What follows belongs to an exercise in optimizing a design on an open flow for small area; a production flow would make more cautious choices. The RTL was checked by simulation tests, not by an equivalence proof against the original design. The clock port is modelled as an ideal driver, which makes a skipped or thinned clock tree look cheaper than it is; a real chip needs a root buffer or a tree. Power is estimated from default activity; no workload was simulated.

## job 101
// lcd_top
module lcd_top (clk, rs, rw, en, dat, led, rst);
 input clk;
 output [7:0] dat;
 output rs, rw, en;
 output led;
 input rst;
 localparam [6:0] OFF = 7'd120;    
 localparam [6:0] IDLE = OFF - 7'd1;  
 localparam [6:0] LAST = OFF + 7'd71;
 reg [3:0] s;       
 reg [6:0] p;       
 reg [2:0] c;       
 reg [19:0] B;      
 reg [3:0] D;       
 wire tick = (s == 4'd7);
 wire idle = p[6] & ~p[3];    
 wire [3:0] d0 = B[3:0], d1 = B[7:4], d2 = B[11:8], d3 = B[15:12], d4 = B[19:16];
 function [3:0] inc10; input [3:0] x; inc10 = (x[3] & x[0]) ? 4'd0 : x + 4'd1; endfunction
 function [3:0] dec10; input [3:0] x; dec10 = (x == 4'd0) ? 4'd9 : x - 4'd1; endfunction
 wire z0 = (d0 == 4'd0), z1 = (d1 == 4'd0), z2 = (d2 == 4'd0), z3 = (d3 == 4'd0);
 wire t3 = (c == 3'd3) & ~idle;
 wire t5 = (c == 3'd5) & ~idle;
 wire t6 = (c == 3'd6) & ~idle;
 wire t7 = (c == 3'd7) & ~idle;
 reg [3:0] dnext;
 always @* begin
  case (p)
   OFF+7'd3: dnext = d4;
   OFF+7'd4: dnext = d3;
   OFF+7'd5: dnext = d2;
   OFF+7'd7: dnext = d1;
   default: dnext = dec10(d0);
  endcase
 end
 always @(posedge clk) begin
  if (!rst) begin
   s <= 0; p <= IDLE; c <= 0; B <= 0;
  end else begin
   s <= s + 4'd1;
   if (tick) p <= (p == LAST) ? OFF : p + 7'd1;
   c <= (c == 3'd7) ? 3'd1 : c + 3'd1;
   if (t3) B[3:0] <= inc10(d0);
   if (t3 & d0[3] & d0[0]) B[7:4] <= inc10(d1);
   if (t5 & z0 & z1) B[11:8] <= inc10(d2);
   if (t6 & z0 & z1 & z2) B[15:12] <= inc10(d3);
   if (t7 & z0 & z1 & z2 & z3) B[19:16] <= inc10(d4);
  end
 end
 always @(posedge clk)
  if (tick) D <= dnext;
 reg [8:0] o;
 always @* begin
  case (p)
   OFF+7'd0: o = 9'h030;
   OFF+7'd1: o = 9'h00C;
   OFF+7'd2: o = 9'h006;
   OFF+7'd3: o = 9'h030;
   OFF+7'd7: o = 9'h12E;
   OFF+7'd10: o = 9'h120;
   OFF+7'd11: o = 9'h153;
   OFF+7'd12: o = 9'h154;
   OFF+7'd13: o = 9'h14F;
   OFF+7'd14: o = 9'h150;
   OFF+7'd15: o = 9'h157;
   OFF+7'd16: o = 9'h141;
   OFF+7'd17: o = 9'h154;
   OFF+7'd18: o = 9'h143;
   OFF+7'd19: o = 9'h148;
   OFF+7'd20: o = 9'h090;
   OFF+7'd21: o = 9'h120;
  ...
Size: roughly 2000 um^2 of cells after synthesis.
==> flow/config.mk <==
export PLATFORM = sky130hd
export DESIGN_NAME = lcd_top
export DESIGN_NICKNAME = lcd_top
export VERILOG_FILES = /design/flow/design.v
export SDC_FILE = /design/flow/constraint.sdc
export NUM_CORES = 4
export LEC_CHECK = 0
export CAP_MARGIN = 20
export CORE_AREA = 2.3 2.72 57.96 59.84
export DIE_AREA = 0 0 60.26 62.56
export PLACE_DENSITY = 0.75
export SLEW_MARGIN = 20
==> flow/constraint.sdc <==
create_clock -name core_clock -period 10.0 [get_ports {clk}]
set_input_delay 2.0000 -clock core_clock [delete_from_list [all_inputs] [get_ports {clk}]]
set_output_delay 2.0000 -clock core_clock [all_outputs]
set_load 0.01 [all_outputs]
standard.sh (not shown) runs the stock make flow with config.mk's settings and CLKGATE_MAP_FILE= SYNTH_SCRIPT=/design/flow/synth_recipe.tcl, a recipe that flattens the netlist after the stock synthesis.
==> flow/flow/run.sh <==
#!/bin/bash
# Own layout flow: the standard synthesis, then the combinational logic of
# that netlist re-mapped by ABC for area (registers kept as they are, same
# names and cells), then the standard layout from floorplan to finish.
set -euo pipefail
W=$PWD
F=$W/flow
R=$W/orfs/results/$FLOW_PLATFORM/lcd_top/base
DS_T=${DS_T:-240}
LIB=$FLOW_HOME/platforms/$FLOW_PLATFORM/lib/sky130_fd_sc_hd__tt_025C_1v80.lib

# 1. standard synthesis
bash standard.sh synth > $W/log_synth_std.txt 2>&1
cp $R/1_2_yosys.v $W/netlist_std.v

# 2. area re-mapping of the combinational logic
DU=$(sed -n '/DONT_USE_CELLS += /,/^$/p' $FLOW_HOME/platforms/$FLOW_PLATFORM/config.mk \
     | grep -o 'sky130_fd_sc_hd__[a-z0-9_]*' | sed 's/^/-dont_use /' | tr '\n' ' ')
FFS=$(grep -o 'sky130_fd_sc_hd__[a-z0-9_]*' $W/netlist_std.v | sort -u | grep -E '__(e?dfxtp|dfrtp|dfstp|dfbbp|edfxbp|dfxbp|sdf)' | tr '\n' ' ' || true)
# several ABC runs (seeds and mappers) in parallel; the smallest netlist is kept
run_reopt() {  # $1 = tag, $2 = abc script
  sed -e "s|@LIB@|$LIB|g" -e "s|@DU@|$DU|g" -e "s|@FFS@|$FFS|g" -e "s|@IN@|$W/netlist_std.v|g" \
      -e "s|@OUT@|$W/netlist_reopt_$1.v|g" -e "s|@ABC@|$2|g" -e "s|@STAT@|$W/reopt_stat_$1.txt|g" \
      $F/reopt.ys > $W/reopt_$1.ys
  yosys -s $W/reopt_$1.ys > $W/log_reopt_$1.txt 2>&1 || true
}
# seeds of ABC's deepsyn; each run is deterministic for its seed and time
SEEDS="9 2 5 10"
for v in $SEEDS; do
  sed 's/@S@/'$v'/; s/@T@/'$DS_T'/' $F/area_nf.abc > $W/area_$v.abc
  run_reopt $v $W/area_$v.abc &
done
wait
best=""; bestA=1e18
for v in $SEEDS; do
  [[ -s $W/reopt_stat_$v.txt && -s $W/netlist_reopt_$v.v ]] || continue
  A=$(grep 'Chip area' $W/reopt_stat_$v.txt | awk '{print $NF}')
  if awk -v a=$A -v b=$bestA 'BEGIN{exit !(a<b)}'; then best=$v; bestA=$A; fi
done
echo "best reopt: $best $bestA" > $W/reopt_choice.txt
if [[ -n "$best" ]]; then cp $W/netlist_reopt_$best.v $W/netlist_reopt.v; else cp $W/netlist_std.v $W/netlist_reopt.v; fi
cp $W/netlist_reopt.v $R/1_2_yosys.v
rm -f $R/1_synth.odb $R/1_synth.sdc

# 3. standard layout from the re-mapped netlist
CTS="-sink_clustering_enable -repair_clock_nets -sink_clustering_size 8 -buf_list sky130_fd_sc_hd__clkbuf_4 -dont_use_dummy_load"
bash standard.sh "BUFFER_PORTS_ARGS=-buffer_cell sky130_fd_sc_hd__buf_1" "CTS_ARGS=$CTS" finish > $W/log_layout.txt 2>&1
Other scripts of this flow, unchanged in this note and not shown: flow/flow/area_nf.abc, flow/flow/reopt.ys
What job 102 does differently from job 101 at the input level:
--- a/flow/flow/run.sh
+++ b/flow/flow/run.sh
@@ -27,4 +27,7 @@
-# seeds of ABC's deepsyn; each run is deterministic for its seed and time
-SEEDS="9 2 5 10"
-for v in $SEEDS; do
-  sed 's/@S@/'$v'/; s/@T@/'$DS_T'/' $F/area_nf.abc > $W/area_$v.abc
+for v in a b c d; do
+  case $v in
+    a) sed 's/@S@/0/; s/@T@/'$DS_T'/' $F/area_nf.abc > $W/area_$v.abc ;;
+    b) sed 's/@S@/1/; s/@T@/'$DS_T'/' $F/area_nf.abc > $W/area_$v.abc ;;
+    c) sed 's/@S@/2/; s/@T@/'$DS_T'/' $F/area_nf.abc > $W/area_$v.abc ;;
+    d) sed 's/@S@/0/; s/@T@/'$DS_T'/' $F/area_map.abc > $W/area_$v.abc ;;
+  esac
@@ -35 +38 @@
-for v in $SEEDS; do
+for v in a b c d; do
==> flow/flow/area_map.abc (new file) <==
strash
&get -n
&deepsyn -T @T@ -S @S@
&put
dch
map -a
topo
Notes after the runs:
The final layout from job 102, which completed every stage, passed the timing, DRC and antenna checks at the end of the flow. Diff job 101 -> job 102: tightest hold margin decreased 0.012 ns, power essentially unchanged, non-clock buffer total of the final layout essentially unchanged, count of multi-input combinational gates decreased 1.3%, cell count after synthesis decreased 3. On synthesis-to-finish area growth, job 102 and job 101 are neck and neck. Job 102 reports a lower share of total power in combinational logic than job 101 does.
Input changes introduced in job 103 (baseline for comparison: job 102):
--- a/flow/flow/run.sh
+++ b/flow/flow/run.sh
@@ -9 +9 @@
-DS_T=${DS_T:-240}
+DS_T=${DS_T:-20}
@@ -27,7 +27,4 @@
-for v in a b c d; do
-  case $v in
-    a) sed 's/@S@/0/; s/@T@/'$DS_T'/' $F/area_nf.abc > $W/area_$v.abc ;;
-    b) sed 's/@S@/1/; s/@T@/'$DS_T'/' $F/area_nf.abc > $W/area_$v.abc ;;
-    c) sed 's/@S@/2/; s/@T@/'$DS_T'/' $F/area_nf.abc > $W/area_$v.abc ;;
-    d) sed 's/@S@/0/; s/@T@/'$DS_T'/' $F/area_map.abc > $W/area_$v.abc ;;
-  esac
+# seeds of ABC's deepsyn; each run is deterministic for its seed and time
+SEEDS="9 2 5 10"
+for v in $SEEDS; do
+  sed 's/@S@/'$v'/; s/@T@/'$DS_T'/' $F/area_nf.abc > $W/area_$v.abc
@@ -38 +35 @@
-for v in a b c d; do
+for v in $SEEDS; do
@@ -50 +47,4 @@
-bash standard.sh "BUFFER_PORTS_ARGS=-buffer_cell sky130_fd_sc_hd__buf_1" "CTS_ARGS=$CTS" finish > $W/log_layout.txt 2>&1
+ARGS=("BUFFER_PORTS_ARGS=-buffer_cell sky130_fd_sc_hd__buf_1" "CTS_ARGS=$CTS")
+bash standard.sh "${ARGS[@]}" cts > $W/log_layout_to_cts.txt 2>&1
+CTS_DB=$R/4_cts.odb CLK_PORT=clk openroad -no_init -exit $F/noroot.tcl > $W/log_noroot.txt 2>&1 || true
+bash standard.sh "${ARGS[@]}" finish > $W/log_layout.txt 2>&1
==> flow/flow/noroot.tcl (new file) <==
read_db $::env(CTS_DB)
set block [ord::get_db_block]
set clk [$block findNet $::env(CLK_PORT)]
set loads {}
foreach it [$clk getITerms] { lappend loads $it }
set done 0
if {[llength $loads] == 1} {
  set root [[lindex $loads 0] getInst]
  set master [[$root getMaster] getName]
  set out ""
  foreach it [$root getITerms] {
    if {[$it isOutputSignal]} { set out [$it getNet] }
  }
  if {[string match "sky130_fd_sc_hd__clkbuf_*" $master] && $out ne "" && $out ne "NULL"} {
    set sinks {}
    foreach it [$out getITerms] { if {[$it getInst] ne $root} { lappend sinks $it } }
    set allbuf 1
    foreach it $sinks { if {![string match "sky130_fd_sc_hd__clkbuf_*" [[[$it getInst] getMaster] getName]]} { set allbuf 0 } }
    if {[llength $sinks] <= 4 && $allbuf && [llength [$out getBTerms]] == 0} {
      foreach it $sinks { $it disconnect; $it connect $clk }
      odb::dbInst_destroy $root
      odb::dbNet_destroy $out
      set done 1
    }
  }
}
puts "noroot: removed root buffer: $done"
write_db $::env(CTS_DB)
removed: flow/flow/area_map.abc
==> comparison <==
Synthesized cell count, job 103 vs job 102: up slightly
Compared job 103 against job 102; post-route worst hold slack within noise.
Compared with job 102, total number of nets in the final design in job 103 increased slightly.
#### Input delta (job 104 over job 103)
--- a/flow/flow/run.sh
+++ b/flow/flow/run.sh
@@ -9 +9 @@
-DS_T=${DS_T:-20}
+DS_T=${DS_T:-240}
Results
Job 103 → job 104: wire length lost 16 um, share of the clock period used by the worst path lost 2.5 points, final total power lost about 8%, post-route standard cell area excluding fillers lost about 2.8%. Job 103 reports its most frequent standard cell in the layout excluding fill and tap cells as sky130_fd_sc_hd__nand2_1 while job 104 reports sky130_fd_sc_hd__nor2_1. Between job 103 and job 104, the flow reports first-pass GRT wire length decreasing slightly.

[port drivers added, routing unchanged]
No port has a modelled driver above. Below, the same layouts with a new extraction and two added sets of constraints.
Step 1 (the two cells are an assumption about what drives the block):
set clk [get_ports {clk}]
set_driving_cell -lib_cell sky130_fd_sc_hd__clkbuf_16 $clk
set_driving_cell -lib_cell sky130_fd_sc_hd__buf_2 [delete_from_list [all_inputs] $clk]
Step 2 times the ports against the registers' clock, not the clock port: input delays grow and output delays shrink by t, the midpoint of the rising clock arrivals with the driver on.
a / b / c = ideal ports / drivers / drivers and shift; a / b = the first two.
| run | shift t [ns] | setup WS [ns] | worst setup path at the end | clock arrival spread, ns | pins driven straight from the clock port |
|---|---|---|---|---|---|
| job 101 | 0.360 | 4.536 / 4.510 / 4.728 | input to output | 0.019 / 0.020 | 1 |
| job 102 | 0.359 | 3.995 / 3.970 / 4.330 | register to output | 0.016 / 0.015 | 1 |
| job 103 | 0.199 | 4.476 / 4.451 / 4.451 | input to output | 0.035 / 0.035 | 4 |
| job 104 | 0.203 | 4.725 / 4.682 / 4.712 | input to output | 0.022 / 0.022 | 4 |
After both steps every run listed still meets setup and hold. The setup slack of job 103, which loses most, moves by -0.025 ns with the drivers and by -0.025 ns with both steps.
